This is an optimization exercise on Yosys and OpenROAD, whose aim is small area, a short achievable clock period and few clock cycles per item, not a production implementation.
RTL that was checked went through simulation tests only; none was proved equivalent to the original.
Power figures rest on the tool's default switching activity, not on a simulated workload.

==> flow/design.v (excerpt) <==
module risc (
    input         reset,
    input         clk0,
    input  [31:0] mem_datain,
    output [23:0] paddr,
    output [31:0] mem_dataout,
    output        mem_req,
    output        mem_rdwr,
    output        halted
);
reg  [23:0] pc;     
reg  [31:0] acc;
reg  [31:0] ir;     
reg         e;      
reg         hlt;    
reg         c_jmp, c_jge, c_jne;    
reg         c_sto;                  
reg         c_inv, c_sub;           
reg         c_we;                   
reg         c_ld, c_add, c_swp, c_shr, c_shl;
reg         c_g, c_p;               
wire take = c_jmp | (c_jge & ~acc[31]) | (c_jne & (|acc));
assign paddr       = (e | take) ? ir[23:0] : pc;
assign mem_dataout = acc;
assign mem_req     = ~hlt;
assign mem_rdwr    = ~(e & c_sto);
assign halted      = hlt;
wire [7:0] o   = mem_datain[31:24];
wire       def = (o[7:4] == 4'h0);
wire       d_lda = def & (o[3:0] == 4'h0);
wire       d_sto = def & (o[3:0] == 4'h1);
wire       d_add = def & (o[3:0] == 4'h2);
  ...
Settings: LEC_CHECK=0, ABC_AREA=1, CAP_MARGIN=20, CORE_MARGIN=2, CORE_UTILIZATION=40, SETUP_SLACK_MARGIN=3.0, SLEW_MARGIN=20; clock period 6.5 ns.
standard.sh (not shown) runs the stock make flow with config.mk's settings and CLKGATE_MAP_FILE= SYNTH_SCRIPT=/design/flow/synth_recipe.tcl, a recipe that flattens the netlist after the stock synthesis.
==> flow/flow/run.sh <==
#!/bin/bash
# Own flow: the standard layout (standard.sh, ORFS make) with the ports
# buffered by the smallest buffer instead of the default delay buffer. The
# resizer still upsizes any port buffer that timing or slew needs.
set -euo pipefail
bash standard.sh BUFFER_PORTS_ARGS="-buffer_cell sky130_fd_sc_hd__buf_1" finish > make_finish.log 2>&1
Rerun with:
--- a/flow/design.v
+++ b/flow/design.v
@@ -57,25 +57,24 @@
 assign s[14] = a[14] ^ c_28;
 assign s[15] = a[15] ^ c_37;
 assign s[16] = a[16] ^ c_22;
 assign s[17] = a[17] ^ c_38;
 assign s[18] = a[18] ^ c_29;
 assign s[19] = a[19] ^ c_39;
 assign s[20] = a[20] ^ c_25;
 assign s[21] = a[21] ^ c_40;
 assign s[22] = a[22] ^ c_30;
 assign s[23] = a[23] ^ c_41;
 endmodule
-module add32 (input [31:0] a, input [31:0] b, input ci, output [31:0] s, output [31:0] p, output [31:0] g0);
-assign p = a ^ b;
-assign g0 = a & b;
+module add32 (input [31:0] a, input [31:0] p, input ci, output [31:0] s);
+wire [31:0] g0 = a & ~p;
 wire gc0 = g0[0] | (p[0] & ci);
 wire g_1 = g0[1] | (p[1] & gc0);
 wire g_2 = g0[3] | (p[3] & g0[2]);
 wire p_2 = p[3] & p[2];
 wire g_3 = g0[5] | (p[5] & g0[4]);
 wire p_3 = p[5] & p[4];
 wire g_4 = g0[7] | (p[7] & g0[6]);
 wire p_4 = p[7] & p[6];
 wire g_5 = g0[9] | (p[9] & g0[8]);
 wire p_5 = p[9] & p[8];
 wire g_6 = g0[11] | (p[11] & g0[10]);
@@ -195,26 +194,26 @@
     output        mem_req,
     output        mem_rdwr,
     output        halted
 );
 reg  [23:0] pc;     
 reg  [31:0] acc;
 reg  [31:0] ir;     
 reg         e;      
 reg         hlt;    
 reg         c_jmp, c_jge, c_jne;    
 reg         c_sto;                  
-reg         c_inv, c_sub;           
 reg         c_we;                   
-reg         c_ld, c_add, c_swp, c_shr, c_shl;
-reg         c_g, c_p;               
+reg         c_ld, c_add, c_sub, c_shr, c_shl;
+reg  [3:0]  k;
+reg         k_swp;
 wire take = c_jmp | (c_jge & ~acc[31]) | (c_jne & (|acc));
 assign paddr       = (e | take) ? ir[23:0] : pc;
 assign mem_dataout = acc;
 assign mem_req     = ~hlt;
 assign mem_rdwr    = ~(e & c_sto);
 assign halted      = hlt;
 wire [7:0] o   = mem_datain[31:24];
 wire       def = (o[7:4] == 4'h0);
 wire       d_lda = def & (o[3:0] == 4'h0);
 wire       d_sto = def & (o[3:0] == 4'h1);
 wire       d_add = def & (o[3:0] == 4'h2);
@@ -223,60 +222,72 @@
 wire       d_jge = def & (o[3:0] == 4'h5);
 wire       d_jne = def & (o[3:0] == 4'h6);
 wire       d_stp = def & (o[3:0] == 4'h7);
 wire       d_shr = def & (o[3:0] == 4'h8);
 wire       d_shl = def & (o[3:0] == 4'h9);
 wire       d_and = def & (o[3:0] == 4'ha);
 wire       d_or  = def & (o[3:0] == 4'hb);
 wire       d_xor = def & (o[3:0] == 4'hc);
 wire       d_com = def & (o[3:0] == 4'hd);
 wire       d_swp = def & (o[3:0] == 4'he);
 wire       d_mem = d_lda | d_sto | d_add | d_sub | d_and | d_or | d_xor | d_com | d_swp;
-wire [31:0] sum, p, g;
-add32 adder (.a(acc), .b(ir), .ci(c_sub), .s(sum), .p(p), .g0(g));
+wire [3:0] k_e = {d_lda | d_and | d_or | d_sub,           
+                  d_com | d_or | d_xor | d_add,           
+                  d_lda | d_or | d_xor | d_add,           
+                  d_com | d_sub};                         
+localparam [3:0] K_PASS = 4'b1010;                        
+wire [31:0] d  = mem_datain;
+wire [31:0] dl = (acc & d & {32{k[3]}}) | (acc & ~d & {32{k[2]}})
+               | (~acc & d & {32{k[1]}}) | (~acc & ~d & {32{k[0]}});
+wire [31:0] ir_n = k_swp ? {d[15:0], d[31:16]} : dl;
+wire [31:0] sum;
+add32 adder (.a(acc), .p(ir), .ci(c_sub), .s(sum));
 wire [31:0] acc_n =
       ({32{c_ld}}  & ir)
     | ({32{c_add}} & sum)
-    | ({32{c_g}}   & g)
-    | ({32{c_p}}   & p)
     | ({32{c_shr}} & {1'b0, acc[31:1]})
     | ({32{c_shl}} & {acc[30:0], 1'b0})
-    | ({32{c_swp}} & {ir[15:0], ir[31:16]})
     | ({32{~c_we}} & acc);
 wire [23:0] paddr1;
 inc24 incr (.a(paddr), .s(paddr1));
+wire fcyc = ~e & ~hlt;
 always @(posedge clk0)
-    ir <= mem_datain ^ {32{e & c_inv}};
+    ir <= ir_n;
 always @(posedge clk0) begin
-    if (~e & ~hlt) begin
+    if (fcyc) begin
         c_sto <= d_sto;
-        c_inv <= d_sub | d_com;
         c_sub <= d_sub;
+    end
+end
+always @(posedge clk0 or posedge reset) begin
+    if (reset) begin
+        k     <= K_PASS;
+        k_swp <= 1'b0;
+    end else begin
+        k     <= (fcyc & d_mem & ~d_swp) ? k_e : K_PASS;
+        k_swp <= fcyc & d_swp;
     end
 end
 always @(posedge clk0 or posedge reset) begin
     if (reset) begin
         pc    <= 24'h0;
         acc   <= 32'h0;
         e     <= 1'b0;
         hlt   <= 1'b0;
         c_jmp <= 1'b0; c_jge <= 1'b0; c_jne <= 1'b0;
         c_we  <= 1'b0;
-        c_ld  <= 1'b0; c_add <= 1'b0; c_swp <= 1'b0; c_shr <= 1'b0; c_shl <= 1'b0;
-        c_g   <= 1'b0; c_p   <= 1'b0;
+        c_ld  <= 1'b0; c_add <= 1'b0; c_shr <= 1'b0; c_shl <= 1'b0;
     end else if (e) begin
         e     <= 1'b0;
     end else if (~hlt) begin
         pc    <= paddr1;
         acc   <= acc_n;
         e     <= d_mem;
         hlt   <= d_stp;
         c_jmp <= d_jmp; c_jge <= d_jge; c_jne <= d_jne;
         c_we  <= d_lda | d_com | d_add | d_sub | d_and | d_or | d_xor | d_swp | d_shr | d_shl;
-        c_ld  <= d_lda | d_com;
+        c_ld  <= d_lda | d_com | d_and | d_or | d_xor | d_swp;
         c_add <= d_add | d_sub;
-        c_swp <= d_swp; c_shr <= d_shr; c_shl <= d_shl;
-        c_g   <= d_and | d_or;
-        c_p   <= d_or  | d_xor;
+        c_shr <= d_shr; c_shl <= d_shl;
     end
 end
 endmodule
After rerunning:
- area after synthesis rose by 0.53%
- total power fell by 0.57%
- via count rose by 13%
- flip-flop and latch count rose by 1
- critical path depth fell by 2
- final area fell by 0.34%
- routed wire length rose by 13%
Function was not checked in any run of this note: the RTL went through the layout flow alone.

========
== the previous run ==
Another version of the RTL of risc (not shown whole).
For scale: roughly 1000 cells after synthesis.
==> module risc, before the edit <==
module risc (
    input         reset,
    input         clk0,
    input  [31:0] mem_datain,
    output [23:0] paddr,
    output [31:0] mem_dataout,
    output        mem_req,
    output        mem_rdwr,
    output        halted
);
reg  [23:0] ar;     
reg  [31:0] acc;
reg  [31:0] ir;     
reg  [1:0]  ir_nz;  
reg         e;      
reg         hlt;    
reg         chk;    
reg         c_jge, c_jne;           
reg         wr;                     
reg         c_mem;                  
reg  [2:0]  c_op;                   
reg         c_shr, c_shl;
reg         c_clr;                  
localparam [2:0] OP_LDA = 3'b000, OP_COM = 3'b001, OP_AND = 3'b010, OP_OR  = 3'b011,
                 OP_XOR = 3'b100, OP_SWP = 3'b101, OP_ADD = 3'b110, OP_SUB = 3'b111;
wire        c_add = c_mem & c_op[2] & c_op[1];      
wire        c_ld  = c_mem & ~(c_op[2] & c_op[1]);   
assign paddr       = ar;
assign mem_dataout = acc;
assign mem_req     = ~hlt;
assign mem_rdwr    = ~wr;
assign halted      = hlt;
wire [31:0] d  = mem_datain;
wire [7:0] o   = d[31:24];
wire       def = (o[7:4] == 4'h0);
wire       d_lda = def & (o[3:0] == 4'h0);
wire       d_sto = def & (o[3:0] == 4'h1);
wire       d_add = def & (o[3:0] == 4'h2);
wire       d_sub = def & (o[3:0] == 4'h3);
wire       d_jmp = def & (o[3:0] == 4'h4);
wire       d_jge = def & (o[3:0] == 4'h5);
wire       d_jne = def & (o[3:0] == 4'h6);
wire       d_stp = def & (o[3:0] == 4'h7);
wire       d_shr = def & (o[3:0] == 4'h8);
wire       d_shl = def & (o[3:0] == 4'h9);
wire       d_and = def & (o[3:0] == 4'ha);
wire       d_or  = def & (o[3:0] == 4'hb);
wire       d_xor = def & (o[3:0] == 4'hc);
wire       d_com = def & (o[3:0] == 4'hd);
wire       d_swp = def & (o[3:0] == 4'he);
wire       d_mem = d_lda | d_sto | d_add | d_sub | d_and | d_or | d_xor | d_com | d_swp;
wire       d_cj  = d_jge | d_jne;
wire [2:0] d_op = {d_xor | d_swp | d_add | d_sub,
                   d_and | d_or  | d_add | d_sub,
                   d_com | d_or  | d_swp | d_sub};
reg [3:0] k;
always @* begin
    case (c_op)
        OP_LDA:  k = 4'b1010;
        OP_COM:  k = 4'b0101;
        OP_AND:  k = 4'b1000;
        OP_OR:   k = 4'b1110;
        OP_XOR:  k = 4'b0110;
        OP_ADD:  k = 4'b0110;
        OP_SUB:  k = 4'b1001;
        default: k = 4'b1010;
    endcase
    if (~e) k = 4'b1010;
end
wire k_swp = e & (c_op == OP_SWP);
wire sign_n = ~c_clr & (c_ld ? ir[31] : c_shr ? 1'b0 : c_shl ? acc[30] : acc[31]);
wire nz_n   = ~c_clr & (c_ld ? (|ir_nz) : ((|acc[30:1]) | (acc[31] & ~c_shl) | (acc[0] & ~c_shr)));
wire cond_n = (d_jge & ~sign_n) | (d_jne & nz_n);
wire squash = chk & ~((c_jge & ~acc[31]) | (c_jne & (|acc)));
wire [31:0] sum;
add32 adder (.a(acc), .p(ir), .ci(c_op[0]), .s(sum));
wire        x_ld  = c_ld & ~e, x_add = c_add & ~e, x_shr = c_shr & ~e, x_shl = c_shl & ~e;
wire [31:0] acc_n =
      ({32{x_ld}}  & ir)
    | ({32{x_add}} & sum)
    | ({32{x_shr}} & {1'b0, acc[31:1]})
    | ({32{x_shl}} & {acc[30:0], 1'b0})
    | ({32{~(x_ld | x_add | x_shr | x_shl | c_clr)}} & acc);
wire [23:0] ar1;
inc24 incr (.a(ar), .s(ar1));
wire [31:0] dl = (acc & d & {32{k[3]}}) | (acc & ~d & {32{k[2]}})
               | (~acc & d & {32{k[1]}}) | (~acc & ~d & {32{k[0]}});
wire [31:0] ir_n = k_swp ? {d[15:0], d[31:16]} :
                   e     ? dl : {d[31:24], ar1};
wire        jump = d_mem | d_jmp | (d_cj & (c_add | cond_n));
wire [23:0] ar_n = (e | squash) ? ir[23:0] : jump ? d[23:0] : ar1;
always @(posedge clk0) begin
    ir    <= ir_n;
    ir_nz <= {|dl[31:16], |dl[15:0]};    
end
always @(posedge clk0) begin
    if (~e) begin
        c_op  <= d_op;
    end
end
always @(posedge clk0)
    acc <= acc_n;
always @(posedge clk0 or posedge reset)
    if (reset)
        c_clr <= 1'b1;
    else if (~e)
        c_clr <= 1'b0;
always @(posedge clk0 or posedge reset) begin
    if (reset) begin
        ar    <= 24'h0;
        e     <= 1'b0;
        wr    <= 1'b0;
        hlt   <= 1'b0;
        chk   <= 1'b0;
        c_jge <= 1'b0; c_jne <= 1'b0;
        c_mem <= 1'b0; c_shr <= 1'b0; c_shl <= 1'b0;
    end else begin
        ar    <= ar_n;
        if (e) begin
            e     <= 1'b0;
            wr    <= 1'b0;
        end else begin
            e     <= ~squash & ~hlt & d_mem;
            wr    <= ~squash & ~hlt & d_sto;
            hlt   <= hlt | (~squash & d_stp);
            chk   <= ~squash & d_cj & c_add;
            c_jge <= ~squash & d_jge;
            c_jne <= ~squash & d_jne;
            c_mem <= ~squash & d_mem & ~d_sto;
            c_shr <= ~squash & d_shr;
            c_shl <= ~squash & d_shl;
        end
    end
end
endmodule
clock: 6.5 ns
lec_check: 0
abc_area: 1
cap_margin: 20
core_margin: 2
core_utilization: 40
setup_slack_margin: 3.8
slew_margin: 20
Scripts as last shown in full above: flow/flow/run.sh
diff inputs: the previous run => the current run
==> flow/design.v, changed modules only <==
module risc (
    input         reset,
    input         clk0,
    input  [31:0] mem_datain,
    output [23:0] paddr,
    output [31:0] mem_dataout,
    output        mem_req,
    output        mem_rdwr,
    output        halted
);
reg  [23:0] ar;     
reg  [31:0] acc;
reg  [31:0] ir;     
reg  [1:0]  ir_nz;  
reg         e;      
reg         hlt;    
reg         chk;    
reg         c_jge, c_jne;           
reg         c_sto;                  
reg         c_mem;                  
reg  [2:0]  c_op;                   
reg         c_shr, c_shl;
reg         c_clr;                  
localparam [2:0] OP_LDA = 3'b000, OP_COM = 3'b001, OP_AND = 3'b010, OP_OR  = 3'b011,
                 OP_XOR = 3'b100, OP_SWP = 3'b101, OP_ADD = 3'b110, OP_SUB = 3'b111;
wire        c_add = c_mem & c_op[2] & c_op[1];      
wire        c_ld  = c_mem & ~(c_op[2] & c_op[1]);   
assign paddr       = ar;
assign mem_dataout = acc;
assign mem_req     = ~hlt;
assign mem_rdwr    = ~(e & c_sto);
assign halted      = hlt;
wire [31:0] d  = mem_datain;
wire [7:0] o   = d[31:24];
wire       def = (o[7:4] == 4'h0);
wire       d_lda = def & (o[3:0] == 4'h0);
wire       d_sto = def & (o[3:0] == 4'h1);
wire       d_add = def & (o[3:0] == 4'h2);
wire       d_sub = def & (o[3:0] == 4'h3);
wire       d_jmp = def & (o[3:0] == 4'h4);
wire       d_jge = def & (o[3:0] == 4'h5);
wire       d_jne = def & (o[3:0] == 4'h6);
wire       d_stp = def & (o[3:0] == 4'h7);
wire       d_shr = def & (o[3:0] == 4'h8);
wire       d_shl = def & (o[3:0] == 4'h9);
wire       d_and = def & (o[3:0] == 4'ha);
wire       d_or  = def & (o[3:0] == 4'hb);
wire       d_xor = def & (o[3:0] == 4'hc);
wire       d_com = def & (o[3:0] == 4'hd);
wire       d_swp = def & (o[3:0] == 4'he);
wire       d_mem = d_lda | d_sto | d_add | d_sub | d_and | d_or | d_xor | d_com | d_swp;
wire       d_cj  = d_jge | d_jne;
wire [2:0] d_op = {d_xor | d_swp | d_add | d_sub,
                   d_and | d_or  | d_add | d_sub,
                   d_com | d_or  | d_swp | d_sub};
reg [3:0] k;
always @* begin
    case (c_op)
        OP_LDA:  k = 4'b1010;
        OP_COM:  k = 4'b0101;
        OP_AND:  k = 4'b1000;
        OP_OR:   k = 4'b1110;
        OP_XOR:  k = 4'b0110;
        OP_ADD:  k = 4'b0110;
        OP_SUB:  k = 4'b1001;
        default: k = 4'b1010;
    endcase
    if (~e) k = 4'b1010;
end
wire k_swp = e & (c_op == OP_SWP);
wire sign_n = ~c_clr & (c_ld ? ir[31] : c_shr ? 1'b0 : c_shl ? acc[30] : acc[31]);
wire nz_n   = ~c_clr & (c_ld ? (|ir_nz) : ((|acc[30:1]) | (acc[31] & ~c_shl) | (acc[0] & ~c_shr)));
wire cond_n = (d_jge & ~sign_n) | (d_jne & nz_n);
wire squash = chk & ~((c_jge & ~acc[31]) | (c_jne & (|acc)));
wire [31:0] sum;
add32 adder (.a(acc), .p(ir), .ci(c_op[0]), .s(sum));
wire        x_ld  = c_ld & ~e, x_add = c_add & ~e, x_shr = c_shr & ~e, x_shl = c_shl & ~e;
wire [31:0] acc_n =
      ({32{x_ld}}  & ir)
    | ({32{x_add}} & sum)
    | ({32{x_shr}} & {1'b0, acc[31:1]})
    | ({32{x_shl}} & {acc[30:0], 1'b0})
    | ({32{~(x_ld | x_add | x_shr | x_shl | c_clr)}} & acc);
wire [23:0] ar1;
inc24 incr (.a(ar), .s(ar1));
wire [31:0] dl = (acc & d & {32{k[3]}}) | (acc & ~d & {32{k[2]}})
               | (~acc & d & {32{k[1]}}) | (~acc & ~d & {32{k[0]}});
wire [31:0] ir_n = k_swp ? {d[15:0], d[31:16]} :
                   e     ? dl : {d[31:24], ar1};
wire        jump = d_mem | d_jmp | (d_cj & (c_add | cond_n));
wire [23:0] ar_n = (e | squash) ? ir[23:0] : jump ? d[23:0] : ar1;
always @(posedge clk0) begin
    ir    <= ir_n;
    ir_nz <= {|ir_n[31:16], |ir_n[15:0]};
end
always @(posedge clk0) begin
    if (~e) begin
        c_sto <= d_sto;
        c_op  <= d_op;
    end
end
always @(posedge clk0)
    acc <= acc_n;
always @(posedge clk0 or posedge reset)
    if (reset)
        c_clr <= 1'b1;
    else if (~e)
        c_clr <= 1'b0;
always @(posedge clk0 or posedge reset) begin
    if (reset) begin
        ar    <= 24'h0;
        e     <= 1'b0;
        hlt   <= 1'b0;
        chk   <= 1'b0;
        c_jge <= 1'b0; c_jne <= 1'b0;
        c_mem <= 1'b0; c_shr <= 1'b0; c_shl <= 1'b0;
    end else begin
        ar    <= ar_n;
        if (e) begin
            e     <= 1'b0;
        end else begin
            e     <= ~squash & ~hlt & d_mem;
            hlt   <= hlt | (~squash & d_stp);
            chk   <= ~squash & d_cj & c_add;
            c_jge <= ~squash & d_jge;
            c_jne <= ~squash & d_jne;
            c_mem <= ~squash & d_mem & ~d_sto;
            c_shr <= ~squash & d_shr;
            c_shl <= ~squash & d_shl;
        end
    end
end
endmodule
- The current run went all the way through synthesis, placement and routing and the layout is clean on timing, DRC and antenna.
- When the final numbers for the previous run and the current run were put side by side, the detail-routed via count per cell turned out to be greater in the previous run.
- In the flow results for the previous run and the current run, the final wirelength is larger on the previous run.
- Diff the previous run -> the current run | largest net degree at the start of global routing | increase of 21
- In the metrics for the previous run and the current run, the one carrying the lower fraction of met3 tracks used by global routing is the current run.
- The current run: layout overhead on the synthesized area is 0.92 points higher than what the previous run reported.
- Re number of stages on the worst setup path: the previous run and the current run aren't equal, and the lower value belongs to the previous run.
- Normalized max-slew margin in the current run vs the previous run: up 11 points
- Part of the total power dissipated in the clock network (lower): the current run
- Between the previous run and the current run, the wire length on met2 is lower for the current run.
- In the flow results for the previous run and the current run, the first-pass GRT wire length is smaller on the current run.
Testbench counts of the current run, summed over its fixed seeds: cycles 64,424, instructions 36,867.
Only the layout flow was run in the previous run; the RTL was not checked for function there.

[port drivers added, routing unchanged]
No port has a modelled driver above. Below, the same layouts with a new extraction and two added sets of constraints. Step 1 assumes that a clkbuf_16 drives the clock port and a buf_2 every other input. Step 2, shift: input delay + t, output delay - t, t = (earliest + latest rising clock arrival at the registers) / 2. This alone moves slack from input paths to output paths. a / b / c = ideal ports / drivers / drivers and shift; a / b = the first two.
run	t, ns	setup WS [ns]	hold WS [ns]
the first run of note 1	0.401	3.061 / 3.016 / 3.177	0.481 / 0.481 / 0.481
the second run of note 1	0.408	3.052 / 3.007 / 3.322	0.492 / 0.492 / 0.492
the previous run	0.403	3.789 / 3.798 / 3.396	0.495 / 0.495 / 0.495
the current run	0.406	3.476 / 3.476 / 3.333	0.472 / 0.472 / 0.472
After both steps every run listed still meets setup and hold. The setup slack of the previous run, which loses most, moves by +0.009 ns with the drivers and by -0.393 ns with both steps.
